What follows belongs to an exercise in optimizing a design on an open flow for small area and a short achievable clock period; a production flow would make more cautious choices. In this exercise RTL edits were held to simulation tests only and were not proved equivalent to the original. No activity file was given, so power comes from the tool's default toggle rates.

==> flow/design.v (outline; a module is shown in full before it is edited, if it fits) <==
// module part2: 995 lines
module part2 (
    clear,
    clock,
    digit,
    digit_valid,
    end_of_line,
    total,
    line_result
);
  // ...
==> flow/flow/run.sh <==
#!/bin/bash
set -euo pipefail
here=$(pwd)
rm -rf "$here/synth_scripts"
cp -r "$FLOW_HOME/scripts" "$here/synth_scripts"
cp "$here/flow/abc_area.script" "$here/synth_scripts/abc_area.script"
bash standard.sh ADDER_MAP_FILE= SCRIPTS_DIR="$here/synth_scripts" synth > synth.log 2>&1
bash standard.sh ADDER_MAP_FILE= finish > layout.log 2>&1
==> flow/flow/abc_area.script <==
strash
dch
map -D 3000
topo
stime -c
buffer -c
upsize -c -D 3000
dnsize -c -D 3000
==> flow/standard.sh <==
#!/bin/bash
# synth_recipe.tcl (not shown) runs the flow's synth.tcl, then flattens the netlist and writes it again
# the make line also repeats each setting of config.mk as NAME=value (left out here)
make -C /OpenROAD-flow-scripts/flow DESIGN_CONFIG=/design/flow/config.mk WORK_HOME=/design/flow/orfs CLKGATE_MAP_FILE= SYNTH_SCRIPT=/design/flow/synth_recipe.tcl "${@:-finish}"
==> flow/config.mk <==
export PLATFORM = sky130hd
export DESIGN_NAME = part2
export DESIGN_NICKNAME = part2
export VERILOG_FILES = /design/flow/design.v
export SDC_FILE = /design/flow/constraint.sdc
export NUM_CORES = 4
export LEC_CHECK = 0
export ABC_AREA = 1
export CAP_MARGIN = 20
export CORE_MARGIN = 2
export CORE_UTILIZATION = 40
export SETUP_SLACK_MARGIN = 2.2
export SLEW_MARGIN = 20
==> flow/constraint.sdc <==
create_clock -name core_clock -period 6.5 [get_ports {clock}]
set_input_delay 1.3000 -clock core_clock [delete_from_list [all_inputs] [get_ports {clock}]]
set_output_delay 1.3000 -clock core_clock [all_outputs]
set_load 0.01 [all_outputs]
==> results.txt, run 1 <==
highest-count cells in the layout ignoring fill and taps nand2_1, nor2_1, inv_1; top-count cell post-synth nand2_1; GRT met3 Usage 3.31%; IO Pins 120; FF-to-FF path depth 28; Compound-Gate Fraction of Synth Area around a quarter; Post-CTS Hold Buffers 0; DR vias/cell 4.95; Post-Synthesis Cells 2770; vias in the first global route 15100; metal3 WL 1.97 mm; First-pass DRT Iterations 5; crit path buf inv count 4; Worst-Skew Late Latency 0.47 ns; crit-path cells clkdlybuf4s50_1, inv_1, a22oi_1, o21ai_0, o211ai_1, nand2_1, o21ai_1, inv_1, nand2_1, o21a_1, nor2_1, a31o_2, nand2_1, nand2_1, inv_1, o21ai_1, nand2_1, o21ai_1, maj3_1, a21oi_1, o21ai_1, a21oi_1; Area Overhead vs Synth 16.5%; Signal buf overhead 7.21%; Total Die Area about 42000 um2; inverter count 401; hold endpoint tot[62]$_SDFFE_PP0P_; overall global routing resource usage 21.7%; DRT Wirelength about 46 mm; global-route wire length before repair 74.5 mm; Cells on Worst Hold Path 2; r2r setup slk 2.56 ns; antenna violations before repair 0; status complete, no violations; Post-synth ARST share 0%; Slew Viols, Final 0; most common cell after layout, fill and taps aside nand2_1; Critical Path AT between 4 and 5 ns
==> inputs of run 2 (changes only) <==
--- a/flow/config.mk
+++ b/flow/config.mk
@@ -9,5 +9,5 @@
 export CAP_MARGIN = 20
 export CORE_MARGIN = 2
-export CORE_UTILIZATION = 40
+export CORE_UTILIZATION = 65
 export SETUP_SLACK_MARGIN = 2.2
 export SLEW_MARGIN = 20
==> run 2 against run 1 <==
  * Still clean on timing, DRC and antenna
  * Hold slack lost 0.0077 ns
  * Clock skew grew 0.0083 ns
  * Register-to-register slack lost 0.16 ns
  * Clock power grew 7%
  * Cell count shrank 5.8%
  * Synthesized cell count is the same
  * Setup slack lost 0.090 ns
  * Sequential share of layout area grew 0.25 points
  * Sequential power is essentially flat
  * Area after synthesis is the same
  * Die area shrank 38%
  * Critical path type unchanged
  * Largest power group unchanged
==> results.txt, run 2 <==
status complete, no violations; CP Launch Type input pin; DP Worst Slack 1.83 ns; drc violations 0; highest-count cells in the layout ignoring fill and taps nand2_1, nor2_1, inv_1; most common cell after layout, fill and taps aside nand2_1; Final Hold Vio Count 0; CP Max Fanout 6; largest net degree at the start of global routing 104; Peak VDD IR 0.167 mV; ANT nets after route 0; Clock transition at path regs around 0.07 ns; Max clock buf depth 2; Required @ worst endpoint 6.86 ns; CTS tree done; CTS sink count 169; post-route clock period utilization 63.9%; share of the synthesized area in the top cell type 20.8%; synth top area cells dfxtp_1, nand2_1, nor2_1; Power Internal 2.89 mW; die height 162 um; Inserted Clock Buffers 17; First-pass DRT Iterations 6 (+1); Antenna Cells 0; I/O Buffers around 110; HPWL after DPL around 35 mm; Clock power frac 19.9%; Nets 2872; CP max-delay cell clkdlybuf4s50_1; top-count cell post-synth nand2_1; per-cell routed wire length ~14 um; antenna violations before repair 0 (unchanged); Core ar. 24500 um2; Synth cell types 78; kind of critical path in2reg; Initial Util 66.6%; Post-synth EDFFs 0; Top Registers tot: 64 flops, x: 47 flops, ls: 40 flops; Rows 57; register area share after synthesis 20.8%; Inst Count DP 3141; clock root buffer clkbuf_16; Final Skew 0.0202 ns; global-route wire length before repair 73.7 mm (-1.1%); H-tree lvl count 4; worst hold path class reg2reg; via count 17900; slew at the pin closest to its max-slew limit 0.881 ns; GP Congestion 0.985; Post-CTS Hold Buffers 0 (unchanged); fmax ~240 MHz; max-cap violations 0; Synth top cells by count nand2_1, nor2_1, inv_1; IO Pins 120 (unchanged); reg2reg start lg[0]$_SDFFE_PP0P_; Total Die Area 26300 um2 (-38%); minimum clock period 4.15 ns; Placed Area around 17000 um2; Area Overhead vs Synth 14.9%; synthesized area 16300 um2; CP Launch Point digit[3]; largest area contributor in the netlist dfxtp_1; RSZ-0062 raised after global routing true; vias in the first global route 15900 (+5.4%); Final WS setup 2.35 ns; Die Span X between 150 and 200 um; setup violators final 0; overall global routing resource usage 33.7% (+12 points); Post-Layout Inst Area approximately 19000 um2; Synth Register Bits 169; Synthesis Warnings 1; r2r setup slk 2.40 ns (-0.16 ns); total power 5.50 mW; commonest register cell after synthesis dfxtp_1; Switch Pwr between 2 and 3 mW; Crit path largest cell delay about 0.50 ns; initial detailed-routing violation count 1728; DR vias/cell 5.59 (+13%); DRT Wirelength 46.3 mm (+0.38%); pwr dens 294 nW/um2; Mapped Avg Cell Area 5.88 um2; combinational share of power 58.3%; Biggest register tot; hold_sp tot[62]$_SDFFE_PP0P_; Post-synth ARST share 0% (unchanged); max reg flops 64; P_leak 8.71 nW; share of cells above drive strength 1 10.5%; CP Capture Type register; Critical Path AT 4.51 ns (+0.06 ns); Final TNS setup 0 ns; Rel. slew slack 41.3%; Sequential Power Share roughly 22%; switching portion of total power 47.4%; Post-Synthesis Cells 2770 (unchanged); Worst-Skew Late Latency 0.45 ns (-0.02 ns); crit-path cells clkdlybuf4s50_1, inv_1, a22oi_1, o21ai_1, o211ai_1, buf_4, nand2_1, o21ai_2, inv_1, nand2_1, o21a_1, nor2_1, a31o_2, nand2_1, nand2_1, inv_1, o21ai_1, nand2_1, o21ai_1, maj3_1, a21oi_2, o21ai_1, a21oi_1; gr ovfl total 0; final cell count without fillers 3201; CP most frequent cell nand2_1; Slew Viols, Final 0 (unchanged)
-- run 2: cell type report --
type                    instances  area, um2
multi-input cells            2129      11400
fillers                      1987       5750
flip-flops and latches        169       3410
inverters                     401       1520
repair buffers                146       1410
clock buffers                  18        439
well taps                     324        405
clock inverters                14        169
-- run 2: metrics by stage --
step | util [%] | hold WS [ns]
final | 76.5 | 0.468
after global routing | 76.5 | 0.493
after CTS | 73.9 | 0.468
after detailed placement | 71.4 | 0.458
after global placement | 71.4 | 0.447
after floorplan | - | 0.444
-- run 2: path summary, 6_finish.rpt --
| check | cells after the start | to |
|---|---|---|
| worst min-delay path | 2 | tot[62]$_SDFFE_PP0P_ |
| worst max register to register | 24 | tot[59]$_SDFFE_PP0P_ |
| worst max-delay path | 23 | ls[7]$_SDFFE_PP0P_ |
| worst min register to register | 2 | tot[62]$_SDFFE_PP0P_ |
-- run 2: repair_timing --
| action | 4_1_cts | 5_1_grt |
|---|---|---|
| gates cloned | 0 | 0 |
| setup endpoints to repair | 5 | 59 |
| resized for setup | 4 | 101 |
| buffers inserted | 0 | 27 |
| pin swaps | 1 | 14 |
-- run 2: per-layer routing --
layer | global-route usage (%) | up-vias | routed length, um
met2 | 58.7 | 770 | 21500
li1 | - | 9005 | -
met5 | 0 | - | 0
met4 | 8.65 | 0 | 1110
met1 | 44.4 | 7982 | 20300
met3 | 4.01 | 128 | 3380
-- run 2: power groups by stage --
stage	clock, mW	sequential (mW)	combinational [mW]
finish	1.09	1.20	3.20
global route	1.13	1.21	3.59
CTS	1.09	1.19	3.09
detailed placement	0	1.22	3.06
global placement	0	1.21	2.97
floorplan	0	1.20	2.47
-- run 2: cells by family after synthesis --
group / synth area share [%]
simple gates: 32.4
compound gates: 23.9
buf+inv: 11.9
xor+xnor: 10.7
flops: 20.8
fa+ha+maj: 0.307
other cells: 0.0230
-- run 2: worst max-delay path: cells and delay by family --
| kind | cells | cell delay [ns] |
|---|---|---|
| simple gates | 6 | 0.41 |
| buf+inv | 5 | 0.90 |
| compound gates | 11 | 1.51 |
| fa+ha+maj | 1 | 0.38 |
==> inputs of run 3 (changes only) <==
--- a/flow/config.mk
+++ b/flow/config.mk
@@ -9,5 +9,5 @@
 export CAP_MARGIN = 20
 export CORE_MARGIN = 2
-export CORE_UTILIZATION = 65
-export SETUP_SLACK_MARGIN = 2.2
+export CORE_UTILIZATION = 40
+export SETUP_SLACK_MARGIN = 3.0
 export SLEW_MARGIN = 20
==> run 3 against run 2 <==
  * Still clean on timing, DRC and antenna
  * Fmax grew 7.1%
  * Clock-buffer cell count grew 5
  * Register-to-register slack gained 0.22 ns
  * Critical path depth grew 2
==> results.txt, run 3 <==
fmax 258 MHz (+7.1%); Post-Synthesis Cells 2770 (unchanged); clock root buffer clkbuf_16; minimum clock period 3.88 ns (-0.274 ns); Required @ worst endpoint 6.86 ns (about the same); max reg flops 64 (unchanged); worst hold path class reg2reg; synthesized area 16300 um2 (unchanged); Core ar. 39900 um2 (+63%); Mapped Avg Cell Area 5.88 um2 (unchanged); global-route wire length before repair 83.6 mm (+14%); First-pass DRT Iterations 5 (-1); Crit path largest cell delay 0.37 ns (-0.13 ns); crit path buf inv count 4 (-1); Synthesis Warnings 1 (unchanged); CP Launch Type register; GP Congestion 0.962 (-2.4%); slew at the pin closest to its max-slew limit 1.11 ns (+0.231 ns); setup violators final 0 (unchanged); kind of critical path reg2reg; Worst-Skew Late Latency 0.47 ns (+0.02 ns); CTS tree done; register area share after synthesis 20.8% (unchanged); Synth Register Bits 169 (unchanged); initial detailed-routing violation count 1089 (-37%); Nets 3130 (+9.0%); share of cells above drive strength 1 31.9% (+21 points); I/O Buffers 111 (unchanged); Largest delay share family, worst path compound AO/OA/AOI/OAI gates; Synth top cells by count nand2_1, nor2_1, inv_1; CP Capture Type register; status complete, no violations; CTS sink count 169 (unchanged); CP Max Fanout 5 (-1); Area Overhead vs Synth 44.3%; largest net degree at the start of global routing 104 (unchanged); antenna violations before repair 0 (unchanged); pwr dens 283 nW/um2 (-3.6%); Final Skew 0.00977 ns (-0.0104 ns); Die Span X 206 um (+27%); HPWL after DPL 36.8 mm (+6.1%); vias in the first global route 17100 (+7.9%); max-cap violations 0 (unchanged); Rel. slew slack 25.7% (-16 points); DR vias/cell 5.04 (-9.9%); H-tree lvl count 4 (unchanged); Top Registers tot: 64 flops, x: 47 flops, ls: 40 flops; per-cell routed wire length 14.7 um (+1.4%); P_leak 10.7 nW (+22%); Inserted Clock Buffers 17 (unchanged); Post-synth ARST share 0% (unchanged); Post-synth EDFFs 0 (unchanged); ANT nets after route 0 (unchanged); Max clock buf depth 2 (unchanged); Slew Viols, Final 0 (unchanged); Critical Path AT 4.24 ns (-0.27 ns); synth top area cells dfxtp_1, nand2_1, nor2_1; via count 18400 (+3.0%); Synth cell types 78 (unchanged); commonest register cell after synthesis dfxtp_1; Post-CTS Hold Buffers 0 (unchanged); overall global routing resource usage 24.3% (-9.4 points); share of the synthesized area in the top cell type 20.8% (unchanged); Rows 73 (+28%); Initial Util 40.8% (-26 points); die height 206 um (+27%); total power 6.65 mW (+21%); Biggest register tot; IO Pins 120 (unchanged); Peak VDD IR 0.255 mV (+53%); post-route clock period utilization 59.7% (-4.2 points); Antenna Cells 0 (unchanged); CP max-delay cell dfxtp_4; largest area contributor in the netlist dfxtp_1; gr ovfl total 0 (unchanged); Clock transition at path regs 0.07 ns (about the same); Final Hold Vio Count 0 (unchanged); top-count cell post-synth nand2_1; Final TNS setup 0 ns (unchanged); highest-count cells in the layout ignoring fill and taps nand2_1, nor2_1, inv_1; most common cell after layout, fill and taps aside nand2_1; Total Die Area 42300 um2 (+61%); DRT Wirelength 53.7 mm (+16%); RSZ-0062 raised after global routing true; drc violations 0 (unchanged)
run 3: stage by stage:
| step | setup slack (ns) | cells | cell area (um2) | utilization (%) | hold slack [ns] |
|---|---|---|---|---|---|
| final | 2.62 | 3660 | 23500 | 58.9 | 0.468 |
| after global routing | 2.44 | 3660 | 23500 | 58.9 | 0.482 |
| after CTS | 2.71 | 3575 | 21700 | 54.3 | 0.470 |
| after detailed placement | 1.94 | 3342 | 17700 | 44.5 | 0.464 |
| after global placement | 2.06 | 3342 | 17700 | 44.5 | 0.449 |
| after floorplan | 2.90 | 2777 | 16400 | - | 0.444 |
run 3: timing repair:
action,4_1_cts,5_1_grt
gates cloned,1,0
endpoints found under the setup margin,101,102
buffers inserted,200,85
pin swaps,168,166
resized for setup,559,317
run 3: cell type report:
cell class                 count  area, um2
clock inverter                 9        114
inverter                     401       1580
fill                        3597      16400
clock buffer                  23        488
sequential                   169       3440
timing repair buffer         403       3530
tap                          525        657
multi-input combinational   2130      13700
run 3: logic make-up after synthesis:
| logic type | Yosys count | synth area share (%) |
|---|---|---|
| XOR/XNOR | 192 | 10.7 |
| flip-flops | 169 | 20.8 |
| other | 1 | 0.0230 |
| buffers and inverters | 479 | 11.9 |
| AND/OR/NAND/NOR | 1275 | 32.4 |
| AO/OA/AOI/OAI | 649 | 23.9 |
| adder cells (fa/ha/maj) | 5 | 0.307 |
run 3: worst paths after layout:
check / slack [ns] / to / cells after the start / start
min reg2reg: 0.47 / tot[62]$_SDFFE_PP0P_ / 2 / tot[62]$_SDFFE_PP0P_
max: 2.62 / ls[15]$_SDFFE_PP0P_ / 25 / shr[7]$_SDFFE_PP0P_
min: 0.47 / tot[62]$_SDFFE_PP0P_ / 2 / tot[62]$_SDFFE_PP0P_
max reg2reg: 2.62 / ls[15]$_SDFFE_PP0P_ / 25 / shr[7]$_SDFFE_PP0P_
run 3: power breakdown:
part	total (mW)	internal (mW)	switching [mW]
Combinational	4.37	1.88	2.49
Sequential	1.21	1.12	0.0918
Clock	1.07	0.608	0.466
Total	6.65	3.61	3.05
run 3: worst min-delay path, stage by stage, from the launching register on:
cell	delay, ns
dfxtp_1	0.33
inv_1	0.05
a21oi_1	0.05
run 3: routing by layer:
layer / part of all wire, % / global-route usage, %
met4: 2.1 / 7.83
met3: 4.3 / 3.63
met1: 46 / 32.0
met5: 0 / 0
met2: 47 / 40.6
==> inputs of run 4 (changes only) <==
==> flow/flow/abc_area.script (replaced) <==
strash
dch
amap
topo
stime -c
buffer -c
upsize -c
dnsize -c
--- a/flow/config.mk
+++ b/flow/config.mk
@@ -10,4 +10,4 @@
 export CORE_MARGIN = 2
 export CORE_UTILIZATION = 40
-export SETUP_SLACK_MARGIN = 3.0
+export SETUP_SLACK_MARGIN = 2.0
 export SLEW_MARGIN = 20
==> run 4 against run 3 <==
  * Fmax decreased by 18%
  * Combinational power down 36%
  * Clock skew rose by 0.0035 ns
  * Final area down 13%
  * Register-to-register slack lost 0.88 ns
==> results.txt, run 4 <==
CP most frequent cell buf_4; Final TNS setup 0 ns (unchanged); vias in the first global route 15000 (-12%); Core ar. 36300 um2 (-8.9%); max reg flops 64 (unchanged); CP max-delay cell nor4_4; Total Die Area 38100 um2 (-10%); Antenna Cells 0 (unchanged); Clock transition at path regs 0.07 ns (about the same); Nets 2631 (-16%); worst hold slack 0.465 ns (-0.00274 ns); ANT nets after route 0 (unchanged); overall global routing resource usage 24.6% (+0.29 points); Area Overhead vs Synth 39.9%; Required @ worst endpoint 6.86 ns (about the same); largest net degree at the start of global routing 74 (-29%); register area share after synthesis 23.1% (+2.4 points); M2 GR Usage 40.4% (-0.28 points); GRT met3 Usage 2.75% (-0.88 points); most common cell after layout, fill and taps aside nor2_1; setup violators final 0 (unchanged); synth top area cells dfxtp_1, nor2_1, o21ai_0; Synthesis Warnings 1 (unchanged); pwr dens 244 nW/um2 (-14%); per-cell routed wire length 16.3 um (+11%); gr ovfl total 0 (unchanged); CP Capture Type register; RSZ-0062 raised after global routing true; Post-Synthesis Cells 2351 (-15%); slew at the pin closest to its max-slew limit 1.13 ns (+0.0146 ns); drc violations 0 (unchanged); Initial Util 40.2% (-0.56 points); HPWL after DPL 35.2 mm (-4.3%); Largest delay share family, worst path buffers and inverters; minimum clock period 4.76 ns (+0.880 ns); top-count cell post-synth nor2_1; Top Registers tot: 64 flops, x: 47 flops, ls: 40 flops; met1 GRT Util 33.4% (+1.4 points); Final Skew 0.0133 ns (+0.00354 ns); highest-count cells in the layout ignoring fill and taps nor2_1, nand2_1, buf_4; Peak VDD IR 0.243 mV (-4.7%); CP Max Fanout 4 (-1); Rel. slew slack 24.8% (-0.82 points); Synth Register Bits 169 (unchanged); IO Pins 120 (unchanged); crit path buf inv count 14 (+10); synthesized area 14600 um2 (-10%); fmax 210 MHz (-18%); Biggest register tot; kind of critical path reg2reg; Die Span X 195 um (-5.1%); via count 17500 (-5.1%); commonest register cell after synthesis dfxtp_1; Synth top cells by count nor2_1, nand2_1, o21ai_0; Rows 70 (-4.1%); antenna violations before repair 0 (unchanged); worst hold path class reg2reg; clock root buffer clkbuf_16; CP Launch Type register; max-cap violations 0 (unchanged); Inst Count DP 2878 (-14%); Synth cell types 68 (-13%); Slew Viols, Final 0 (unchanged); most used routing layer met2; post-route clock period utilization 73.2% (+14 points); H-tree lvl count 4 (unchanged); status complete, no violations; GP Congestion 0.925 (-3.9%); I/O Buffers 111 (unchanged); die height 195 um (-5.1%); DRT Wirelength 50.7 mm (-5.5%); Post-synth EDFFs 0 (unchanged); Final Hold Vio Count 0 (unchanged); CTS sink count 169 (unchanged); largest area contributor in the netlist dfxtp_1; First-pass DRT Iterations 9 (+4); final cell count without fillers 3104 (-15%); Mapped Avg Cell Area 6.22 um2 (+5.8%); Worst-Skew Late Latency 0.47 ns (about the same); Inserted Clock Buffers 17 (unchanged); DR vias/cell 5.63 (+12%); share of the synthesized area in the top cell type 23.1% (+2.4 points); Critical Path AT 5.12 ns (+0.88 ns); share of cells above drive strength 1 30.7% (-1.2 points); Crit path largest cell delay 0.34 ns (-0.03 ns); initial detailed-routing violation count 1292 (+19%); P_leak 7.83 nW (-27%); Post-synth ARST share 0% (unchanged); Max clock buf depth 2 (unchanged); global-route wire length before repair 76.7 mm (-8.3%); CTS tree done
run 4: cell type report:
| type | instances | area, um2 |
|---|---|---|
| timing repair buffer | 322 | 2780 |
| timing repair inverter | 1 | 16.3 |
| sequential | 169 | 3430 |
| multi-input combinational | 1895 | 12200 |
| clock buffer | 19 | 443 |
| fill | 3432 | 15900 |
| inverter | 217 | 875 |
| tap | 468 | 586 |
| clock inverter | 13 | 139 |
run 4: cell families after synthesis:
kind of cell	Yosys count	synth area share [%]
xor gates and xnor gates	7	0.419
other	1	0.0256
DFF	169	23.1
AOI/OAI and AO/OA	925	40.6
and+or+nand+nor	955	27.7
buffers and inverters	294	8.12
run 4: metrics by stage:
step | setup WS (ns) | total power [mW] | utilization [%] | area (um2)
finish | 1.74 | 4.99 | 56.3 | 20500
global route | 1.62 | 5.36 | 56.3 | 20500
CTS | 1.83 | 4.48 | 49.2 | 17900
detailed placement | 1.35 | 3.34 | 44.3 | 16100
global placement | 1.49 | 3.30 | 44.3 | 16100
floorplan | 2.33 | 2.84 | - | 14700
run 4: per-layer routing:
layer / share of wire (%) / vias to the layer above
met3: 4.1 / 83
met2: 46 / 439
met5: 0 / -
met1: 47 / 8049
li1: - / 8920
met4: 2.4 / 0
run 4: timing repair:
item,4_1_cts,5_1_grt
resized for setup,199,421
gates cloned,1,0
hold endpoints to repair,0,0
endpoints found under the setup margin,51,62
pin swaps,51,118
hold buffers,0,0
buffers inserted,57,136
run 4: final timing paths:
check	startpoint	end	depth (start not counted)	slack [ns]
hold reg to reg	tot[63]$_SDFFE_PP0P_	tot[63]$_SDFFE_PP0P_	1	0.47
setup / recovery	lp[0]$_SDFFE_PP0P_	tot[33]$_SDFFE_PP0P_	31	1.74
setup reg to reg	lp[0]$_SDFFE_PP0P_	tot[33]$_SDFFE_PP0P_	31	1.74
hold / removal	tot[63]$_SDFFE_PP0P_	tot[63]$_SDFFE_PP0P_	1	0.47
run 4: where the power goes:
| group | internal (mW) | total [mW] | switching [mW] |
|---|---|---|---|
| logic | 1.10 | 2.78 | 1.69 |
| registers | 1.10 | 1.17 | 0.0700 |
| clock network | 0.549 | 1.04 | 0.492 |
==> inputs of run 5 (changes only) <==
==> flow/flow/abc_area.script (replaced) <==
strash
dch
map -D 2500
topo
stime -c
buffer -c
upsize -c -D 2500
dnsize -c -D 2500
--- a/flow/config.mk
+++ b/flow/config.mk
@@ -10,4 +10,4 @@
 export CORE_MARGIN = 2
 export CORE_UTILIZATION = 40
-export SETUP_SLACK_MARGIN = 2.0
+export SETUP_SLACK_MARGIN = 2.5
 export SLEW_MARGIN = 20
==> run 5 against run 4 <==
  * Still clean
  * Combinational power up 15%
  * Core utilization fell by 7.7 points
  * Setup slack gained 0.91 ns
  * Clock power down 6%
  * Area after synthesis increased by 16%
  * First-iteration DRC count increased by 6.1%
  * Critical path type is now reg2out
==> results.txt, run 5 <==
Rows 75 (+7.1%); DRT Wirelength 51.1 mm (+0.75%); CP Launch Point lg[0]$_SDFFE_PP0P_; CP Max Fanout 4 (unchanged); worst hold slack 0.475 ns (+0.00957 ns); pwr dens 264 nW/um2 (+8.1%); Nets 2952 (+12%); highest-count cells in the layout ignoring fill and taps nand2_1, nor2_1, inv_1; vias in the first global route 16000 (+6.5%); Placed Area 18300 um2 (+14%); total power 5.37 mW (+7.5%); Synthesis Warnings 1 (unchanged); Synth cell types 86 (+26%); minimum clock period 3.85 ns (-0.906 ns); RSZ-0062 raised after global routing true; share of cells above drive strength 1 15.1% (-16 points); Final Skew 0.0100 ns (-0.00331 ns); ANT nets after route 0 (unchanged); filler cell count 4310 (+26%); setup violators final 0 (unchanged); Inserted Clock Buffers 17 (unchanged); IO Pins 120 (unchanged); gr ovfl total 0 (unchanged); Post-CTS Hold Buffers 0 (unchanged); Post-synth EDFFs 0 (unchanged); P_leak 9.21 nW (+18%); DP Worst Slack 1.82 ns (+0.469 ns); Synth top cells by count nand2_1, nor2_1, inv_1; fmax 260 MHz (+24%); via count 17800 (+1.6%); HPWL after DPL 39.8 mm (+13%); worst hold path class reg2reg; post-route clock period utilization 59.3% (-14 points); synthesized area 16900 um2 (+16%); Clock transition at path regs 0.07 ns (about the same); drc violations 0 (unchanged); Post-Synthesis Cells 2795 (+19%); Total Die Area 44000 um2 (+16%); die height 210 um (+7.5%); Die Span X 210 um (+7.5%); H-tree lvl count 4 (unchanged); Post-synth ARST share 0% (unchanged); Final Hold Vio Count 0 (unchanged); final cell count without fillers 3496 (+13%); GP Congestion 0.961 (+4.0%); Required @ worst endpoint 5.20 ns (-1.66 ns); most common cell after layout, fill and taps aside nand2_1; Worst-Skew Late Latency 0.48 ns (about the same); Biggest register tot; status complete, no violations; Core ar. 41900 um2 (+15%); DR vias/cell 5.09 (-9.8%); CP Capture Type output port; Synth Register Bits 169 (unchanged); CP Launch Type register; overall global routing resource usage 22.7% (-1.8 points); largest net degree at the start of global routing 88 (+19%); hold_sp lp[0]$_SDFFE_PP0P_; reg2reg start shr[7]$_SDFFE_PP0P_; per-cell routed wire length 14.6 um (-11%); initial detailed-routing violation count 1371 (+6.1%); Mapped Avg Cell Area 6.06 um2 (-2.5%); max-cap violations 0 (unchanged); Inst Count DP 3377 (+17%); register area share after synthesis 20.0% (-3.2 points); CTS tree done; Final WS setup 2.65 ns (+0.906 ns); share of the synthesized area in the top cell type 20.0% (-3.2 points); CTS sink count 169 (unchanged); Final TNS setup 0 ns (unchanged); antenna violations before repair 0 (unchanged); Top Registers tot: 64 flops, x: 47 flops, ls: 40 flops; Slew Viols, Final 0 (unchanged); clock root buffer clkbuf_16; largest area contributor in the netlist dfxtp_1; Antenna Cells 0 (unchanged); top-count cell post-synth nand2_1; kind of critical path reg2out; First-pass DRT Iterations 5 (-4); synth top area cells dfxtp_1, nand2_1, nor2_1; Post-Layout Inst Area 20400 um2 (-0.53%); slew at the pin closest to its max-slew limit 0.849 ns (-0.277 ns); Area Overhead vs Synth 20.1%; I/O Buffers 111 (unchanged); Critical Path AT 2.55 ns (-2.57 ns); Peak VDD IR 0.258 mV (+6.1%); Rel. slew slack 43.3% (+18 points); max reg flops 64 (unchanged); commonest register cell after synthesis dfxtp_1; Initial Util 40.5% (+0.26 points); Max clock buf depth 2 (unchanged); global-route wire length before repair 81.3 mm (+5.9%); Core Util, Final 48.6% (-7.7 points)
-- run 5: cell types whose count changed in the layout (fill, tap and decap cells not counted), moves of 55 or more --
cell,change
buf_4,-103
xnor2_1,+59
nand3_1,+86
xor2_1,+103
nor2_1,-118
a21oi_2,-55
nand2_1,+464
inv_1,+143
-- run 5: path summary, 6_finish.rpt --
path                            cells past startpoint                  end  slack, ns
worst max-delay path                                9      line_result[34]       2.65
worst max register to register                     19  ls[29]$_SDFFE_PP0P_       2.73
worst min register to register                      2   lp[0]$_SDFFE_PP0P_       0.47
worst min-delay path                                2   lp[0]$_SDFFE_PP0P_       0.47
-- run 5: routing by layer --
metal	up-vias	global-route usage [%]	wire, um	share of wire, %
li1	9434	-	-	-
met1	7932	31.6	25500	50
met2	360	36.5	22600	44
met3	53	3.59	2100	4.1
met4	0	6.16	865	1.7
met5	-	0	0	0
-- run 5: layout make-up --
cell class / count / area [um2] / area share [%]
inverter: 311 / 1190 / 5.84
sequential: 169 / 3420 / 16.8
tap: 539 / 674 / 3.31
clock buffer: 21 / 450 / 2.21
multi-input combinational: 2243 / 12700 / 62.6
timing repair buffer: 202 / 1790 / 8.78
clock inverter: 11 / 90.1 / 0.443
-- run 5: critical path: stages (launching register included) --
cell and delay (ns):
dfxtp_4 0.36, a21o_1 0.19, a21o_1 0.18, buf_4 0.14, a21oi_2 0.16, nor2_2 0.06
nand2_1 0.09, nor2_2 0.06, nor2_1 0.23, clkdlybuf4s50_1 0.59
-- run 5: cell families (layout without fill, tap and decap cells) --
group	count (synthesis)	after routing	share of synthesized area [%]
simple gates	1348	1348	34.2
compound gates	693	696	25.7
buf+inv	393	545	9.76
xor+xnor	188	188	10.2
flops	169	169	20.0
fa+ha+maj	3	3	0.185
other cells	1	8	0.0221
-- run 5: repair_timing --
action / 4_1_cts / 5_1_grt
setup endpoints to repair: 42 / 71
gates resized for setup: 37 / 191
gates cloned: 0 / 3
buffers inserted: 17 / 67
pin swaps: 9 / 45
-- run 5: where the power goes --
part / internal [mW] / leakage (nW) / total, mW / switching [mW]
logic: 1.20 / 7.57 / 3.20 / 2.00
clock network: 0.504 / 0.253 / 0.978 / 0.475
registers: 1.11 / 1.39 / 1.19 / 0.0828
==> inputs of run 6 (changes only) <==
--- a/flow/config.mk
+++ b/flow/config.mk
@@ -9,5 +9,5 @@
 export CAP_MARGIN = 20
 export CORE_MARGIN = 2
-export CORE_UTILIZATION = 40
+export CORE_UTILIZATION = 65
 export SETUP_SLACK_MARGIN = 2.5
 export SLEW_MARGIN = 20
==> run 6 against run 5 <==
  * Still clean
  * Wire length rose by 3.2%
  * Final area fell by 1.0%
  * Register-to-register slack got worse by 0.32 ns
  * Flip-flop and latch count did not move
  * Non-clock buffer count fell by 8
  * Critical path depth rose by 13
  * Sequential power barely moved
  * Clock-buffer cell count fell by 4
  * Cell count fell by 6.1%
  * Critical endpoint is now tot[52]$_SDFFE_PP0P_
  * Largest cell class unchanged
  * Largest power group unchanged
==> results.txt, run 6 <==
Initial Util 65.6% (+25 points); HPWL after DPL 37.7 mm (-5.3%); vias in the first global route 16500 (+3.0%); commonest register cell after synthesis dfxtp_1; minimum clock period 4.09 ns (+0.241 ns); Total Die Area 27400 um2 (-38%); Crit path largest cell delay 0.39 ns (-0.20 ns); Final WS setup 2.41 ns (-0.241 ns); synth top area cells dfxtp_1, nand2_1, nor2_1; Top Registers tot: 64 flops, x: 47 flops, ls: 40 flops; worst hold path class reg2reg; Crit Reg-Reg Endpoint tot[52]$_SDFFE_PP0P_; fmax 244 MHz (-5.9%); Die Span X 165 um (-21%); overall global routing resource usage 35.4% (+13 points); Rel. slew slack 34.4% (-8.9 points); synthesized area 16900 um2 (unchanged); status complete, no violations; largest net degree at the start of global routing 107 (+22%); largest area contributor in the netlist dfxtp_1; register area share after synthesis 20.0% (unchanged); most common cell after layout, fill and taps aside nand2_1; Synth cell types 86 (unchanged); Post-Synthesis Cells 2795 (unchanged); gr ovfl total 0 (unchanged); Core ar. 25800 um2 (-38%); pwr dens 281 nW/um2 (+6.7%); slew at the pin closest to its max-slew limit 0.984 ns (+0.134 ns); kind of critical path reg2reg; Inserted Clock Buffers 17 (unchanged); highest-count cells in the layout ignoring fill and taps nand2_1, nor2_1, inv_1; DP Worst Slack 1.76 ns (-0.0642 ns); DR vias/cell 5.87 (+15%); antenna violations before repair 0 (unchanged); Peak VDD IR 0.210 mV (-18%); max reg flops 64 (unchanged); per-cell routed wire length 16.1 um (+9.9%); Worst-Skew Late Latency 0.46 ns (-0.02 ns); via count 19300 (+8.3%); Post-synth EDFFs 0 (unchanged); Biggest register tot; Max clock buf depth 2 (unchanged); global-route wire length before repair 78.8 mm (-3.1%); max-cap violations 0 (unchanged); IO Pins 120 (unchanged); initial detailed-routing violation count 1848 (+35%); hold endpoint lp[0]$_SDFFE_PP0P_; Synth top cells by count nand2_1, nor2_1, inv_1; share of the synthesized area in the top cell type 20.0% (unchanged); top-count cell post-synth nand2_1; H-tree lvl count 4 (unchanged); Antenna Cells 0 (unchanged); Clock transition at path regs 0.09 ns (+0.02 ns); reg2reg start lg[0]$_SDFFE_PP0P_; die height 165 um (-21%); DRT Wirelength 52.8 mm (+3.2%); post-route clock period utilization 63.0% (+3.7 points); Rows 59 (-21%); P_leak 9.20 nW (about the same); Required @ worst endpoint 6.86 ns (+1.66 ns); crit-path cells nand2_1, nor2_4, nand2_2, inv_1, nor2_1, nor2_1, nand2_1, nand2_1, nor2_1, nand2_1, o211ai_1, a21oi_1, nor2_1, nor2_1, o211ai_4, nand3_2, and2_4, nor2_4, nor2_4, nor2_4, buf_4, a221oi_2; Final Skew 0.0211 ns (+0.0111 ns); ANT nets after route 0 (unchanged); CP most frequent cell nor2_1; clock root buffer clkbuf_16; CP Launch Type register; Synthesis Warnings 1 (unchanged); First-pass DRT Iterations 8 (+3); Synth Register Bits 169 (unchanged); r2r setup slk 2.41 ns (-0.32 ns); Nets 2942 (-0.34%); FF-to-FF path depth 22 (+3); RSZ-0062 raised after global routing true; CTS sink count 169 (unchanged); Post-synth ARST share 0% (unchanged); setup violators final 0 (unchanged); I/O Buffers 111 (unchanged); Slew Viols, Final 0 (unchanged); CP Max Fanout 5 (+1); Final Hold Vio Count 0 (unchanged); share of cells above drive strength 1 15.1% (-0.017 points); hold_sp lp[0]$_SDFFE_PP0P_; CTS tree done; Cells on Worst Hold Path 2 (unchanged); Final TNS setup 0 ns (unchanged); CP max-delay cell nor2_1; drc violations 0 (unchanged); CP Capture Type register; Post-CTS Hold Buffers 0 (unchanged); GP Congestion 1.00 (+4.5%); Area Overhead vs Synth 18.9%; Mapped Avg Cell Area 6.06 um2 (unchanged); Critical Path AT 4.46 ns (+1.91 ns)
run 6: cell families after synthesis:
family                     synth area share, %
buffers and inverters                     9.76
DFF                                       20.0
and+or+nand+nor                           34.2
AOI/OAI and AO/OA                         25.7
other                                   0.0221
xor gates and xnor gates                  10.2
adders and majority gates                0.185
run 6: layer usage:
layer	share of wire, %	vias up	GRT usage [%]
li1	-	9423	-
met1	42	8724	47.0
met2	46	945	59.4
met3	7.8	166	4.10
met4	3.7	0	12.1
met5	0	-	0
run 6: final cells by class:
class	instances	area, um2
Clock buffer	17	425
Clock inverter	15	215
Fill cell	1944	5690
Inverter	311	1170
Multi-Input combinational cell	2241	12700
Sequential cell	169	3420
Tap cell	335	419
Timing Repair Buffer	194	1760
run 6: what timing repair did:
item                                    4_1_cts  5_1_grt
pin swaps                                     8       47
buffers inserted                             13       64
cloned                                        1        0
endpoints found under the setup margin       27       72
resized for setup                            24      198
run 6: critical path, delay by kind of cell, from the launching register on:
| family | cells | cell delay, ns |
|---|---|---|
| flip-flops | 1 | 0.36 |
| AO/OA/AOI/OAI | 4 | 0.90 |
| buffers and inverters | 2 | 0.27 |
| AND/OR/NAND/NOR | 16 | 2.45 |
run 6: report_power, final:
| group | total, mW | leakage (nW) | internal (mW) | switching, mW |
|---|---|---|---|---|
| registers | 1.19 | 1.39 | 1.11 | 0.0849 |
| logic | 3.34 | 7.50 | 1.23 | 2.11 |
| clock network | 1.13 | 0.309 | 0.566 | 0.567 |
| total | 5.67 | 9.20 | 2.91 | 2.76 |
run 6: worst max path at each step:
stage | startpoint | to | depth (start not counted)
after floorplan | digit[2] | ls[7]$_SDFFE_PP0P_ | 21
after global placement | digit[3] | ls[7]$_SDFFE_PP0P_ | 22
after detailed placement | digit[3] | ls[7]$_SDFFE_PP0P_ | 22
after CTS | lg[0]$_SDFFE_PP0P_ | line_result[39] | 12
after global routing | lg[0]$_SDFFE_PP0P_ | tot[63]$_SDFFE_PP0P_ | 21
final | lg[0]$_SDFFE_PP0P_ | tot[52]$_SDFFE_PP0P_ | 22
run 6: metrics by stage:
step           total power [mW]  hold slack [ns]  utilization, %  instances  instance area, um2
6_report                   5.67            0.472            78.0       3282               20100
5_1_grt                    6.07            0.503            78.0       3282               20100
4_1_cts                    5.35            0.470            73.0       3218               18900
3_5_place_dp               4.21            0.459            69.9       3172               18100
3_3_place_gp               4.09            0.448            69.9       3172               18100
2_1_floorplan              3.58            0.445               -       2802               17000
==> inputs of run 7 (changes only) <==
==> flow/run.sh (new file) <==
#!/bin/bash
# synth_recipe.tcl (not shown) runs the flow's synth.tcl, then flattens the netlist and writes it again
# the make line also repeats each setting of config.mk as NAME=value (left out here)
make -C /OpenROAD-flow-scripts/flow DESIGN_CONFIG=/design/flow/config.mk WORK_HOME=/design/flow/orfs CLKGATE_MAP_FILE= SYNTH_SCRIPT=/design/flow/synth_recipe.tcl finish
--- a/flow/config.mk
+++ b/flow/config.mk
@@ -9,5 +9,5 @@
 export CAP_MARGIN = 20
 export CORE_MARGIN = 2
-export CORE_UTILIZATION = 65
-export SETUP_SLACK_MARGIN = 2.5
+export CORE_UTILIZATION = 40
+export SETUP_SLACK_MARGIN = 3.0
 export SLEW_MARGIN = 20
removed: flow/flow/run.sh
removed: flow/flow/abc_area.script
removed: flow/standard.sh
==> run 7 against run 6 <==
  * Still clean on timing, DRC and antenna
  * Sequential power about the same
  * Clock power down 5%
  * Combinational power down 11%
  * Cell count shrank 6.4%
  * Setup slack worse by 0.54 ns
  * Area after synthesis fell by 0.88%
  * Power fell by 7.3%
  * Non-clock buffer count rose by 96
  * Clock-buffer cell count is 1 higher
  * Critical path type unchanged
  * Largest cell class unchanged
  * Largest power group unchanged
==> results.txt, run 7 <==
combinational share of power 56.5% (-2.5 points); post-route clock period utilization 71.3% (+8.3 points); GP Congestion 0.957 (-4.7%); antenna violations before repair 0 (unchanged); share of the synthesized area in the top cell type 20.1% (+0.18 points); top-count cell post-synth inv_1; Synth cell types 56 (-35%); Rows 75 (+27%); RSZ-0062 raised after global routing true; global-route wire length before repair 78.6 mm (-0.23%); Biggest register tot; vias in the first global route 15200 (-7.8%); CP Launch Type register; Post-Layout Inst Area 23000 um2 (+14%); commonest register cell after synthesis dfxtp_1; drc violations 0 (unchanged); Top Registers tot: 64 flops, x: 47 flops, ls: 40 flops; Total Die Area 43600 um2 (+59%); Max clock buf depth 2 (unchanged); Critical Path AT 5.04 ns (+0.58 ns); Final TNS setup 0 ns (unchanged); r2r setup slk 1.87 ns (-0.54 ns); Mapped Avg Cell Area 7.37 um2 (+22%); Nets 2879 (-2.1%); gr ovfl total 0 (unchanged); First-pass DRT Iterations 5 (-3); Final Hold Vio Count 0 (unchanged); most common cell after layout, fill and taps aside inv_1; filler cell count 3799 (+95%); Peak VDD IR 0.258 mV (+23%); Placed Area 19400 um2 (+7.1%); largest net degree at the start of global routing 72 (-33%); Inserted Clock Buffers 17 (unchanged); Power Internal 3.03 mW (+4.0%); initial detailed-routing violation count 832 (-55%); slew at the pin closest to its max-slew limit 1.18 ns (+0.200 ns); IO Pins 120 (unchanged); clock root buffer clkbuf_16; Slew Viols, Final 0 (unchanged); register area share after synthesis 20.1% (+0.18 points); Final Skew 0.0176 ns (-0.00351 ns); setup violators final 0 (unchanged); per-cell routed wire length 15.8 um (-1.7%); Die Span X 209 um (+26%); Switch Pwr 2.23 mW (-19%); switching portion of total power 42.4% (-6.2 points); Post-synth ARST share 0% (unchanged); max-cap violations 0 (unchanged); I/O Buffers 111 (unchanged); Sequential Power Share 23.1% (+2.0 points); CP Capture Type register; Area Overhead vs Synth 36.9%; Synth Register Bits 169 (unchanged); CTS tree done; FF-to-FF path depth 21 (-4.5%); Rel. slew slack 21.0% (-13 points); Worst-Skew Late Latency 0.48 ns (+0.02 ns); Post-CTS Hold Buffers 0 (unchanged); max reg flops 64 (unchanged); Synth top cells by count inv_1, nand2_1, ha_1; status complete, no violations; CP Max Fanout 5 (unchanged); DRT Wirelength 48.5 mm (-8.0%); synthesized area 16800 um2 (-0.88%); minimum clock period 4.63 ns (+0.540 ns); DR vias/cell 4.96 (-16%); HPWL after DPL 35.0 mm (-7.2%); pwr dens 229 nW/um2 (-19%); Antenna Cells 0 (unchanged); Initial Util 40.3% (-25 points); kind of critical path reg2reg; overall global routing resource usage 22.3% (-13 points); CTS sink count 169 (unchanged); share of cells above drive strength 1 29.2% (+14 points); Clock transition at path regs 0.08 ns (about the same); Required @ worst endpoint 6.90 ns (+0.04 ns); Clock power frac 20.4% (+0.4 points); die height 209 um (+26%); fmax 216 MHz (-12%); via count 15200 (-21%); worst hold path class reg2reg; P_leak 11.2 nW (+22%); H-tree lvl count 4 (unchanged); Synthesis Warnings 1 (unchanged); highest-count cells in the layout ignoring fill and taps inv_1, nand2_1, nor2_1; synth top area cells dfxtp_1, fa_1, ha_1; largest area contributor in the netlist dfxtp_1; Post-synth EDFFs 0 (unchanged); Core ar. 41700 um2 (+61%); Cells on Worst Hold Path 2 (unchanged); ANT nets after route 0 (unchanged); Post-Synthesis Cells 2279 (-18%)
==> run 7: changes by cell type after synthesis, moves of 23 or more <==
cell	before	now
inv_1	290	486
or2_2	33	10
nor2_1	339	193
a21oi_1	209	175
ha_1	0	215
or2_1	23	0
xor2_1	115	25
fa_1	0	135
xnor2_1	63	5
o21ai_0	213	169
a31oi_1	34	6
nand3_1	95	50
o21a_1	26	1
nand2_1	719	393
==> run 7: layout make-up <==
class	instances	area (um2)	area share, %
Inverter	497	1960	8.51
Clock inverter	14	169	0.734
Sequential cell	169	3440	15.0
Timing Repair Buffer	290	2670	11.6
Clock buffer	18	439	1.91
Tap cell	539	674	2.93
Multi-Input combinational cell	1546	13600	59.3
==> run 7: cells by family after synthesis <==
group	Yosys count	share of synthesized area [%]
AND/OR/NAND/NOR	696	17.3
other	1	0.0223
buffers and inverters	574	13.5
AO/OA/AOI/OAI	459	15.4
flip-flops	169	20.1
XOR/XNOR	30	1.56
adder cells (fa/ha/maj)	350	32.1
==> run 7: critical path, stage by stage (launching register included) <==
cell,delay [ns]
dfxtp_2,0.34
inv_2,0.05
o21ai_4,0.28
inv_4,0.10
ha_4,0.30
o21ai_4,0.07
a21oi_4,0.15
fa_2,0.23
inv_2,0.04
fa_1,0.49
inv_1,0.05
fa_1,0.49
inv_2,0.04
fa_1,0.50
inv_2,0.05
ha_4,0.15
fa_2,0.37
nand2_2,0.09
nand2_2,0.07
fa_2,0.52
nand2_1,0.06
a21oi_2,0.14
==> run 7: final timing paths <==
check | start | endpoint
worst max-delay path | x[37]$_SDFFE_PP0P_ | ls[20]$_SDFFE_PP0P_
worst min-delay path | lp[0]$_SDFFE_PP0P_ | lp[0]$_SDFFE_PP0P_
worst max register to register | x[37]$_SDFFE_PP0P_ | ls[20]$_SDFFE_PP0P_
worst min register to register | lp[0]$_SDFFE_PP0P_ | lp[0]$_SDFFE_PP0P_
==> run 7: through the flow <==
stage	std cells	setup slack, ns	power [mW]	hold WS (ns)	utilization, %
final	3073	1.87	5.26	0.468	55.2
after global routing	3073	1.64	5.71	0.477	55.2
after floorplan	2286	1.98	3.06	0.441	-
after CTS	3023	1.86	5.05	0.467	52.2
after global placement	2868	1.51	3.64	0.453	46.5
after detailed placement	2868	1.46	3.70	0.455	46.5
==> run 7: metal layers <==
metal / share of wire, % / vias to the layer above / global-route usage [%]
li1: - / 7647 / -
met1: 47 / 7214 / 29.6
met2: 48 / 312 / 38.0
met3: 3.3 / 60 / 2.95
met4: 2.0 / 0 / 6.70
met5: 0 / - / 0
==> run 7: power groups by stage <==
| stage | registers, mW | logic (mW) | clock network (mW) |
|---|---|---|---|
| after global placement | 1.23 | 2.41 | 0 |
| after global routing | 1.23 | 3.34 | 1.15 |
| after CTS | 1.21 | 2.73 | 1.11 |
| after floorplan | 1.22 | 1.84 | 0 |
| after detailed placement | 1.23 | 2.46 | 0 |
| final | 1.21 | 2.97 | 1.07 |
==> run 7: timing repair <==
item                       in CTS  in global routing
gates resized for setup       346                256
buffers inserted              120                 50
gates cloned                    3                  0
hold endpoints to repair        0                  0
setup endpoints to repair     105                111
pin swaps                     107                102
==> inputs of run 8 (changes only) <==
--- a/flow/config.mk
+++ b/flow/config.mk
@@ -10,4 +10,4 @@
 export CORE_MARGIN = 2
 export CORE_UTILIZATION = 40
-export SETUP_SLACK_MARGIN = 3.0
+export SETUP_SLACK_MARGIN = 2.0
 export SLEW_MARGIN = 20
==> run 8 against run 7 <==
  * Global-route usage decreased by 0.96 points
  * Clock skew decreased by 0.0088 ns
  * Non-clock buffer count decreased by 35
  * Critical path depth unchanged
  * Wire length decreased by 3.3%
  * Setup slack got worse by 0.053 ns
  * Final area decreased by 7.4%
  * Die area unchanged
  * Flip-flop and latch count unchanged
  * Highest routed layer unchanged
  * Cell count decreased by 1.2%
==> results.txt, run 8 <==
status complete, no violations; total power 5.13 mW (-2.5%); CP most frequent cell fa_1; Area Overhead vs Synth 26.8%; share of cells above drive strength 1 20.2% (-9.0 points); CP Max Fanout 8 (+3); initial detailed-routing violation count 962 (+16%); clock root buffer clkbuf_16; FF-to-FF path depth 21 (unchanged); CP Capture Type register; Post-synth ARST share 0% (unchanged); Clock transition at path regs 0.08 ns (about the same); Total Die Area 43600 um2 (unchanged); drc violations 0 (unchanged); die height 209 um (unchanged); largest net degree at the start of global routing 62 (-14%); antenna violations before repair 0 (unchanged); max reg flops 64 (unchanged); Required @ worst endpoint 6.83 ns (-0.07 ns); setup violators final 0 (unchanged); Slew Viols, Final 0 (unchanged); Max clock buf depth 2 (unchanged); GP Congestion 0.943 (-1.5%); commonest register cell after synthesis dfxtp_1; highest routed layer met4; global-route wire length before repair 74.5 mm (-5.2%); Final Skew 0.00880 ns (-0.00881 ns); overall global routing resource usage 21.4% (-0.96 points); metal3 WL 1.93 mm (+19%); Inserted Clock Buffers 17 (unchanged); filler cell count 3970 (+4.5%); Nets 2842 (-1.3%); Peak VDD IR 0.251 mV (-2.8%); Post-synth EDFFs 0 (unchanged); Core ar. 41700 um2 (unchanged); top-count cell post-synth inv_1; ANT nets after route 0 (unchanged); Antenna Cells 0 (unchanged); largest area contributor in the netlist dfxtp_1; Top Registers tot: 64 flops, x: 47 flops, ls: 40 flops; P_leak 10.8 nW (-4.0%); worst hold path class reg2reg; Synthesis Warnings 1 (unchanged); CP Launch Type register; synth top area cells dfxtp_1, fa_1, ha_1; CTS sink count 169 (unchanged); I/O Buffers 111 (unchanged); vias in the first global route 14600 (-4.3%); kind of critical path reg2reg; Biggest register tot; Rel. slew slack 36.0% (+15 points); gr ovfl total 0 (unchanged); via count 15100 (-1.2%); CTS tree done; Rows 75 (unchanged); share of the synthesized area in the top cell type 20.1% (unchanged); RSZ-0062 raised after global routing true; DRT Wirelength 46.9 mm (-3.3%); Synth Register Bits 169 (unchanged); slew at the pin closest to its max-slew limit 0.959 ns (-0.224 ns); highest-count cells in the layout ignoring fill and taps inv_1, nand2_1, ha_1; register area share after synthesis 20.1% (unchanged); WL met1 22.1 mm (-2.4%); Initial Util 40.3% (unchanged); synthesized area 16800 um2 (unchanged); Mapped Avg Cell Area 7.37 um2 (unchanged); DR vias/cell 4.96 (about the same); pwr dens 241 nW/um2 (+5.2%); met2 WL 21.9 mm (-6.2%); max-cap violations 0 (unchanged); Post-Synthesis Cells 2279 (unchanged); minimum clock period 4.69 ns (+0.0526 ns); post-route clock period utilization 72.1% (+0.81 points); IO Pins 120 (unchanged); First-pass DRT Iterations 5 (unchanged); H-tree lvl count 4 (unchanged); most common cell after layout, fill and taps aside inv_1; Cells on Worst Hold Path 2 (unchanged); Synth top cells by count inv_1, nand2_1, ha_1; area occupied by multi-input gates 12400 um2 (-9.2%); CP max-delay cell fa_1; Final Hold Vio Count 0 (unchanged); fmax 213 MHz (-1.1%); Die Span X 209 um (unchanged); Final TNS setup 0 ns (unchanged); Worst-Skew Late Latency 0.47 ns (about the same); Seq. cell area 3430 um2 (-0.25%); crit-path cells buf_6, o21ai_4, clkinv_4, ha_4, nand2_2, nand2_2, nor2_2, nor2_1, fa_1, fa_1, inv_1, fa_1, inv_1, fa_1, inv_2, ha_4, nand2_4, o21ai_4, fa_2, nand2_1, a21oi_1; HPWL after DPL 35.1 mm (+0.31%); Synth cell types 56 (unchanged); Crit path largest cell delay 0.49 ns (-0.03 ns); Critical Path AT 5.02 ns (-0.02 ns); per-cell routed wire length 15.5 um (-2.1%)
## run 8: cells by family (layout without fill, tap and decap cells)
group | count (synthesis) | in the layout | synth area share [%]
adder cells (fa/ha/maj) | 350 | 350 | 32.1
AND/OR/NAND/NOR | 696 | 697 | 17.3
other | 1 | 8 | 0.0223
buffers and inverters | 574 | 784 | 13.5
XOR/XNOR | 30 | 30 | 1.56
AO/OA/AOI/OAI | 459 | 459 | 15.4
flip-flops | 169 | 169 | 20.1
## run 8: report_power, final
group | internal [mW] | total (mW) | leakage [nW] | switching [mW]
clock network | 0.517 | 1.03 | 0.283 | 0.509
registers | 1.12 | 1.19 | 1.39 | 0.0741
logic | 1.29 | 2.91 | 9.11 | 1.61
total | 2.93 | 5.13 | 10.8 | 2.20
## run 8: metrics by stage
step / util [%] / cells / area, um2 / setup slack [ns] / hold WS, ns
after floorplan: - / 2286 / 17200 / 1.98 / 0.444
after global placement: 44.7 / 2868 / 18600 / 1.48 / 0.447
after detailed placement: 44.7 / 2868 / 18600 / 1.43 / 0.456
after CTS: 49.1 / 2996 / 20500 / 1.84 / 0.468
after global routing: 51.1 / 3036 / 21300 / 1.64 / 0.482
final: 51.1 / 3036 / 21300 / 1.81 / 0.468
## run 8: final cells by class
type | instances | share of cell area (%)
Inverter | 497 | 9.00
Sequential cell | 169 | 16.1
Clock inverter | 14 | 0.617
Multi-Input combinational cell | 1544 | 58.1
Tap cell | 539 | 3.17
Clock buffer | 18 | 2.06
Timing Repair Buffer | 255 | 10.9
## run 8: path summary, 6_finish.rpt
kind                        start  slack [ns]              endpoint
max reg2reg   shr[5]$_SDFFE_PP0P_        1.81   ls[12]$_SDFFE_PP0P_
max           shr[5]$_SDFFE_PP0P_        1.81   ls[12]$_SDFFE_PP0P_
min          tot[60]$_SDFFE_PP0P_        0.47  tot[60]$_SDFFE_PP0P_
min reg2reg  tot[60]$_SDFFE_PP0P_        0.47  tot[60]$_SDFFE_PP0P_
## run 8: routing by layer
metal	vias up	GRT usage, %
met5	-	0
met1	7118	28.8
met3	60	3.68
met4	0	6.03
met2	303	35.3
li1	7571	-
## run 8: worst max-delay path, delay by kind of cell, from the launching register on
family / cells / cell delay, ns
buffers and inverters: 5 / 0.38
AOI/OAI and AO/OA: 3 / 0.45
and+or+nand+nor: 6 / 0.42
adders and majority gates: 7 / 2.93
DFF: 1 / 0.37
## run 8: what timing repair did
action                                  CTS  global route
setup buffers                            96            39
hold buffers                              0             0
cloned                                    0             1
gates resized for setup                 168           174
pin swaps                                73            88
endpoints found under the setup margin   29            38
==> inputs of run 9 (changes only) <==
==> flow/flow/run.sh (new file) <==
#!/bin/bash
# The standard layout, except that synthesis maps adders to plain gates
# (no full/half adder cells), so ABC can restructure the arithmetic.
set -euo pipefail
bash standard.sh ADDER_MAP_FILE= finish > standard_flow.log 2>&1
==> flow/standard.sh (new file) <==
#!/bin/bash
# synth_recipe.tcl (not shown) runs the flow's synth.tcl, then flattens the netlist and writes it again
# the make line also repeats each setting of config.mk as NAME=value (left out here)
make -C /OpenROAD-flow-scripts/flow DESIGN_CONFIG=/design/flow/config.mk WORK_HOME=/design/flow/orfs CLKGATE_MAP_FILE= SYNTH_SCRIPT=/design/flow/synth_recipe.tcl "${@:-finish}"
--- a/flow/config.mk
+++ b/flow/config.mk
@@ -10,4 +10,3 @@
 export CORE_MARGIN = 2
 export CORE_UTILIZATION = 40
-export SETUP_SLACK_MARGIN = 2.0
 export SLEW_MARGIN = 20
removed: flow/run.sh
==> run 9 against run 8 <==
  * First-iteration DRC count up 40%
  * Final area fell by 0.48%
  * Non-clock buffer count is 136 lower
  * Sequential share of layout area decreased by 0.14 points
  * Area after synthesis up 14%
  * Critical path depth fell by 9
  * Power is 5.3% lower
  * Clock-buffer cell count is the same
  * Clock power rose by 7%
  * Cell count is 37% higher
  * Critical path type is now reg2out
  * Largest cell class unchanged
==> results.txt, run 9 <==
worst hold slack 0.465 ns (-0.00227 ns); crit-path cells a21o_2, nand2_2, nand2_2, nand2_1, nand2_1, nand4_2, nor2_1, nand2_1, inv_2, nand3_1, xor2_1, clkdlybuf4s50_1; commonest register cell after synthesis dfxtp_1; CP Capture Type output port; post-route clock period utilization 66.6% (-5.5 points); CP Max Fanout 5 (-3); Synth cell types 64 (+14%); CP Launch Type register; Final Hold Vio Count 0 (unchanged); Slew Viols, Final 0 (unchanged); Nets 3542 (+25%); Synth Register Bits 169 (unchanged); Core ar. 47500 um2 (+14%); ANT nets after route 0 (unchanged); status complete, no violations; switching portion of total power 46.9% (+4.0 points); via count 20300 (+35%); P_leak 11.6 nW (+7.8%); Mapped Avg Cell Area 5.51 um2 (-25%); Clock power frac 22.7% (+2.7 points); Core Util, Final 44.6% (-6.5 points); H-tree lvl count 4 (unchanged); First-pass DRT Iterations 5 (unchanged); initial detailed-routing violation count 1343 (+40%); CP max-delay cell clkdlybuf4s50_1; Final Skew 0.0218 ns (+0.0130 ns); max-cap violations 0 (unchanged); top-count cell post-synth nand2_1; overall global routing resource usage 22.2% (+0.84 points); antenna violations before repair 0 (unchanged); global-route wire length before repair 90.4 mm (+21%); per-cell routed wire length 13.1 um (-15%); share of cells above drive strength 1 9.98% (-10 points); Post-CTS Hold Buffers 0 (unchanged); Antenna Cells 0 (unchanged); GP Congestion 0.967 (+2.5%); gr ovfl total 0 (unchanged); I/O Buffers 111 (unchanged); Peak VDD IR 0.208 mV (-17%); kind of critical path reg2out; largest area contributor in the netlist nand2_1; Required @ worst endpoint 5.20 ns (-1.63 ns); share of the synthesized area in the top cell type 24.2% (+4.0 points); drc violations 0 (unchanged); synthesized area 19100 um2 (+14%); Inserted Clock Buffers 17 (unchanged); Total Die Area 49600 um2 (+14%); Switch Pwr 2.28 mW (+3.5%); Post-Synthesis Cells 3477 (+53%); Post-synth ARST share 0% (unchanged); clock root buffer clkbuf_16; minimum clock period 4.33 ns (-0.358 ns); Power Internal 2.58 mW (-12%); DRT Wirelength 54.7 mm (+17%); post-cts repair resize count 0 (-100%); max reg flops 64 (unchanged); Clock transition at path regs 0.07 ns (about the same); Top Registers tot: 64 flops, x: 47 flops, ls: 40 flops; IO Pins 120 (unchanged); setup violators final 0 (unchanged); Post-synth EDFFs 0 (unchanged); CTS sink count 169 (unchanged); Post-Layout Inst Area 21200 um2 (-0.48%); Die Span X 223 um (+6.6%); Synthesis Warnings 1 (unchanged); HPWL after DPL 43.9 mm (+25%); Rel. slew slack 38.8% (+2.8 points); vias in the first global route 18000 (+24%); register area share after synthesis 17.7% (-2.5 points); RSZ-0062 raised after global routing false; slew at the pin closest to its max-slew limit 0.918 ns (-0.0409 ns); CP most frequent cell nand2_1; CTS tree done; combinational share of power 53.4% (-3.3 points); highest-count cells in the layout ignoring fill and taps nand2_1, inv_1, nand3_1; Post-CTS Setup Bufs 0 (-100%); Biggest register tot; Initial Util 40.3% (about the same); Placed Area 20600 um2 (+10%); Largest delay share family, worst path simple AND/OR/NAND/NOR gates; Max clock buf depth 2 (unchanged); Area Overhead vs Synth 10.7%; crit path buf inv count 2 (-3); Critical Path AT 3.03 ns (-1.99 ns); DR vias/cell 4.87 (-1.8%); synth top area cells nand2_1, dfxtp_1, inv_1; Worst-Skew Late Latency 0.48 ns (about the same); pwr dens 229 nW/um2 (-4.9%); Crit path largest cell delay 0.65 ns (+0.16 ns); die height 223 um (+6.6%); most common cell after layout, fill and taps aside nand2_1; Sequential Power Share 23.9% (+0.6 points); Final TNS setup 0 ns (unchanged); largest net degree at the start of global routing 89 (+44%); Synth top cells by count nand2_1, inv_1, nand3_1; Rows 80 (+6.7%); worst hold path class reg2reg; fmax 231 MHz (+8.3%)
-- run 9: final timing paths --
| check | from | end | slack (ns) | cells past startpoint |
|---|---|---|---|---|
| max reg2reg | shr[8]$_SDFFE_PP0P_ | ls[21]$_SDFFE_PP0P_ | 2.56 | 25 |
| min reg2reg | tot[46]$_SDFFE_PP0P_ | tot[46]$_SDFFE_PP0P_ | 0.47 | 2 |
| min | tot[46]$_SDFFE_PP0P_ | tot[46]$_SDFFE_PP0P_ | 0.47 | 2 |
| max | lg[0]$_SDFFE_PP0P_ | line_result[39] | 2.17 | 12 |
-- run 9: power groups by stage --
stage               combinational [mW]  sequential [mW]  clock [mW]
floorplan                         2.04             1.17           0
global placement                  2.57             1.18           0
detailed placement                2.58             1.18           0
CTS                               2.59             1.16        1.13
global route                      2.97             1.17        1.15
finish                            2.59             1.16        1.10
-- run 9: layout make-up --
cell class              instances  area (um2)
inverters                     587        2220
clock inverters                14         166
fillers                      5167       26300
multi-input cells            2640       13000
clock buffers                  18         439
repair buffers                119        1180
flip-flops and latches        169        3380
well taps                     615         769
-- run 9: worst register-to-register path, stage by stage (launching register included) --
cell     delay (ns)
dfxtp_1        0.60
inv_1          0.18
nand2_1        0.09
nand2_1        0.37
nand2_1        0.28
nand3_1        0.13
nand2_1        0.09
nand2_1        0.11
nand2_1        0.15
nand3_2        0.12
nand3_2        0.18
inv_2          0.06
nand3_2        0.08
nand2_1        0.05
nand2_1        0.17
nand3_1        0.14
nand3_1        0.15
nand3_2        0.13
o21ai_2        0.20
nand2_2        0.09
nand2_2        0.08
nand2_1        0.07
nand3_1        0.06
nand3_1        0.10
nand2_1        0.10
inv_1          0.04
-- run 9: routing by layer --
layer | GRT usage, % | routed length (um)
met5 | 0 | 0
met4 | 6.75 | 1420
met3 | 2.35 | 2170
met1 | 31.3 | 27900
met2 | 35.6 | 23200
-- run 9: logic make-up (layout without fill, tap and decap cells) --
| kind of cell | Yosys count | in the layout | share of synthesized area [%] |
|---|---|---|---|
| buf+inv | 675 | 738 | 14.4 |
| xor+xnor | 111 | 111 | 5.47 |
| other cells | 1 | 8 | 0.0196 |
| compound gates | 495 | 495 | 15.8 |
| fa+ha+maj | 3 | 3 | 0.157 |
| simple gates | 2023 | 2023 | 46.5 |
| flops | 169 | 169 | 17.7 |
-- run 9: per-stage QoR --
stage | instances | setup WS (ns) | total power [mW]
2_1_floorplan | 3484 | 3.12 | 3.21
3_3_place_gp | 4129 | 2.35 | 3.75
3_5_place_dp | 4129 | 2.31 | 3.76
4_1_cts | 4161 | 2.06 | 4.88
5_1_grt | 4162 | 1.87 | 5.29
6_report | 4162 | 2.17 | 4.85
==> inputs of run 10 (changes only) <==
--- a/flow/config.mk
+++ b/flow/config.mk
@@ -10,3 +10,4 @@
 export CORE_MARGIN = 2
 export CORE_UTILIZATION = 40
+export SETUP_SLACK_MARGIN = 2.5
 export SLEW_MARGIN = 20
==> run 10 against run 9 <==
  * Still clean
  * Power rose by 0.18%
  * Combinational power barely moved
  * First-iteration DRC count fell by 8.8%
  * Clock skew barely moved
  * Die area did not move
  * Critical path type unchanged
  * Highest routed layer unchanged
==> results.txt, run 10 <==
status complete, no violations; share of the synthesized area in the top cell type 24.2% (unchanged); drc violations 0 (unchanged); antenna violations before repair 0 (unchanged); ANT nets after route 0 (unchanged); Switch Pwr 2.28 mW (+0.23%); Biggest register tot; DP Worst Slack 2.31 ns (unchanged); overall global routing resource usage 22.2% (about the same); CTS tree done; I/O Buffers 111 (unchanged); die height 223 um (unchanged); Clock power frac 22.7% (about the same); Sequential Power Share 23.9% (about the same); First-pass DRT Iterations 5 (unchanged); initial detailed-routing violation count 1225 (-8.8%); Top Registers tot: 64 flops, x: 47 flops, ls: 40 flops; Crit path largest cell delay 0.53 ns (-0.12 ns); Post-Synthesis Cells 3477 (unchanged); worst hold slack 0.466 ns (+0.000941 ns); Rows 80 (unchanged); Cells on Worst Hold Path 2 (unchanged); HPWL after DPL 43.9 mm (unchanged); hold endpoint tot[46]$_SDFFE_PP0P_; Synth cell types 64 (unchanged); Largest delay share family, worst path buffers and inverters; CP Capture Type output port; Final Skew 0.0217 ns (-0.0000983 ns); Core ar. 47500 um2 (unchanged); Peak VDD IR 0.208 mV (-0.25%); Area Overhead vs Synth 11.4%; synthesized area 19100 um2 (unchanged); filler cell count 5149 (-0.35%); Required @ worst endpoint 5.20 ns (about the same); Mapped Avg Cell Area 5.51 um2 (unchanged); Inserted Clock Buffers 17 (unchanged); combinational share of power 53.5% (about the same); Die Span X 223 um (unchanged); per-cell routed wire length 13.2 um (+0.60%); CP Max Fanout 5 (unchanged); gr ovfl total 0 (unchanged); Final Hold Vio Count 0 (unchanged); Worst-Skew Late Latency 0.48 ns (about the same); setup violators final 0 (unchanged); commonest register cell after synthesis dfxtp_1; hold_sp tot[46]$_SDFFE_PP0P_; Synthesis Warnings 1 (unchanged); Initial Util 40.3% (unchanged); Slew Viols, Final 0 (unchanged); Synth Register Bits 169 (unchanged); P_leak 11.7 nW (+0.47%); Final WS setup 2.67 ns (+0.500 ns); highest-count cells in the layout ignoring fill and taps nand2_1, inv_1, nand3_1; max-cap violations 0 (unchanged); CP max-delay cell clkdlybuf4s50_1; Max clock buf depth 2 (unchanged); register area share after synthesis 17.7% (unchanged); DR vias/cell 4.88 (+0.24%); synth top area cells nand2_1, dfxtp_1, inv_1; via count 20300 (+0.34%); fmax 261 MHz (+13%); IO Pins 120 (unchanged); Nets 3546 (+0.11%); switching portion of total power 46.9% (about the same); Crit Reg-Reg Endpoint ls[21]$_SDFFE_PP0P_; CP Depth 11 (-1); FF-to-FF path depth 22 (-12%); largest area contributor in the netlist nand2_1; Synth top cells by count nand2_1, inv_1, nand3_1; RSZ-0062 raised after global routing true; share of cells above drive strength 1 10.6% (+0.64 points)
run 10: changes by cell type in the layout (fill, tap and decap cells not counted), sizes merged:
cell / delta
buf: +3
dlymetal6s2s: +1
o21ai: +1
dlygate4sd2: +1
clkdlybuf4s50: -2
run 10: stage by stage:
step / instances / util, % / total power [mW] / area (um2)
2_1_floorplan: 3484 / - / 3.21 / 19200
3_3_place_gp: 4129 / 43.3 / 3.75 / 20600
3_5_place_dp: 4129 / 43.3 / 3.76 / 20600
4_1_cts: 4161 / 44.6 / 4.88 / 21200
5_1_grt: 4166 / 44.9 / 5.30 / 21300
6_report: 4166 / 44.9 / 4.86 / 21300
run 10: worst max-delay path by stage:
stage | start | endpoint | slack (ns)
floorplan | digit[1] | lg[0]$_SDFFE_PP0P_ | 3.12
global placement | digit[1] | ls[7]$_SDFFE_PP0P_ | 2.35
detailed placement | digit[1] | ls[7]$_SDFFE_PP0P_ | 2.31
CTS | lg[0]$_SDFFE_PP0P_ | line_result[38] | 2.51
global route | shr[6]$_SDFFE_PP0P_ | ls[21]$_SDFFE_PP0P_ | 2.48
finish | lg[0]$_SDFFE_PP0P_ | line_result[31] | 2.67
run 10: layout make-up:
cell class / count / area [um2] / area share [%]
multi-input cells: 2641 / 13100 / 61.5
inverters: 587 / 2220 / 10.4
clock inverters: 14 / 166 / 0.780
well taps: 615 / 769 / 3.61
repair buffers: 122 / 1220 / 5.71
clock buffers: 18 / 439 / 2.06
flip-flops and latches: 169 / 3390 / 15.9
run 10: worst min-delay path, delay by kind of cell (launching register included):
kind / cells / cell delay [ns]
buffers and inverters: 1 / 0.05
AO/OA/AOI/OAI: 1 / 0.05
flip-flops: 1 / 0.33
run 10: kinds of logic (layout without fill, tap and decap cells):
group           after synthesis  count (layout)  synth area share [%]
fa+ha+maj                     3               3                 0.157
other cells                   1               8                0.0196
xor+xnor                    111             111                  5.47
flops                       169             169                  17.7
simple gates               2023            2023                  46.5
buf+inv                     675             741                  14.4
compound gates              495             496                  15.8
run 10: power groups by stage:
stage | clock, mW | sequential [mW] | combinational (mW)
2_1_floorplan | 0 | 1.17 | 2.04
3_3_place_gp | 0 | 1.18 | 2.57
3_5_place_dp | 0 | 1.18 | 2.58
4_1_cts | 1.13 | 1.16 | 2.59
5_1_grt | 1.15 | 1.17 | 2.98
6_report | 1.10 | 1.16 | 2.60
run 10: per-layer routing:
layer  vias to the layer above  share of wire [%]  wire length (um)  track usage (%)
met2                       399                 43             23500             35.7
li1                      11000                  -                 -                -
met5                         -                  0                 0                0
met1                      8827                 51             28000             31.3
met4                         0                2.4              1330             6.75
met3                        60                4.0              2180             2.35
run 10: timing repair:
action	in CTS	in global routing
gates resized for setup	6	23
endpoints found under the setup margin	5	48
hold buffers	0	0
setup buffers	0	3
cloned	0	1
pin swaps	0	3

Setup slack of run 10, layout unchanged: 2.671 ns with ideal ports, 2.618 ns with driving cells assumed (clock clkbuf_16, inputs buf_2), 2.319 ns with port delays also shifted by the 0.522 ns mid clock arrival.
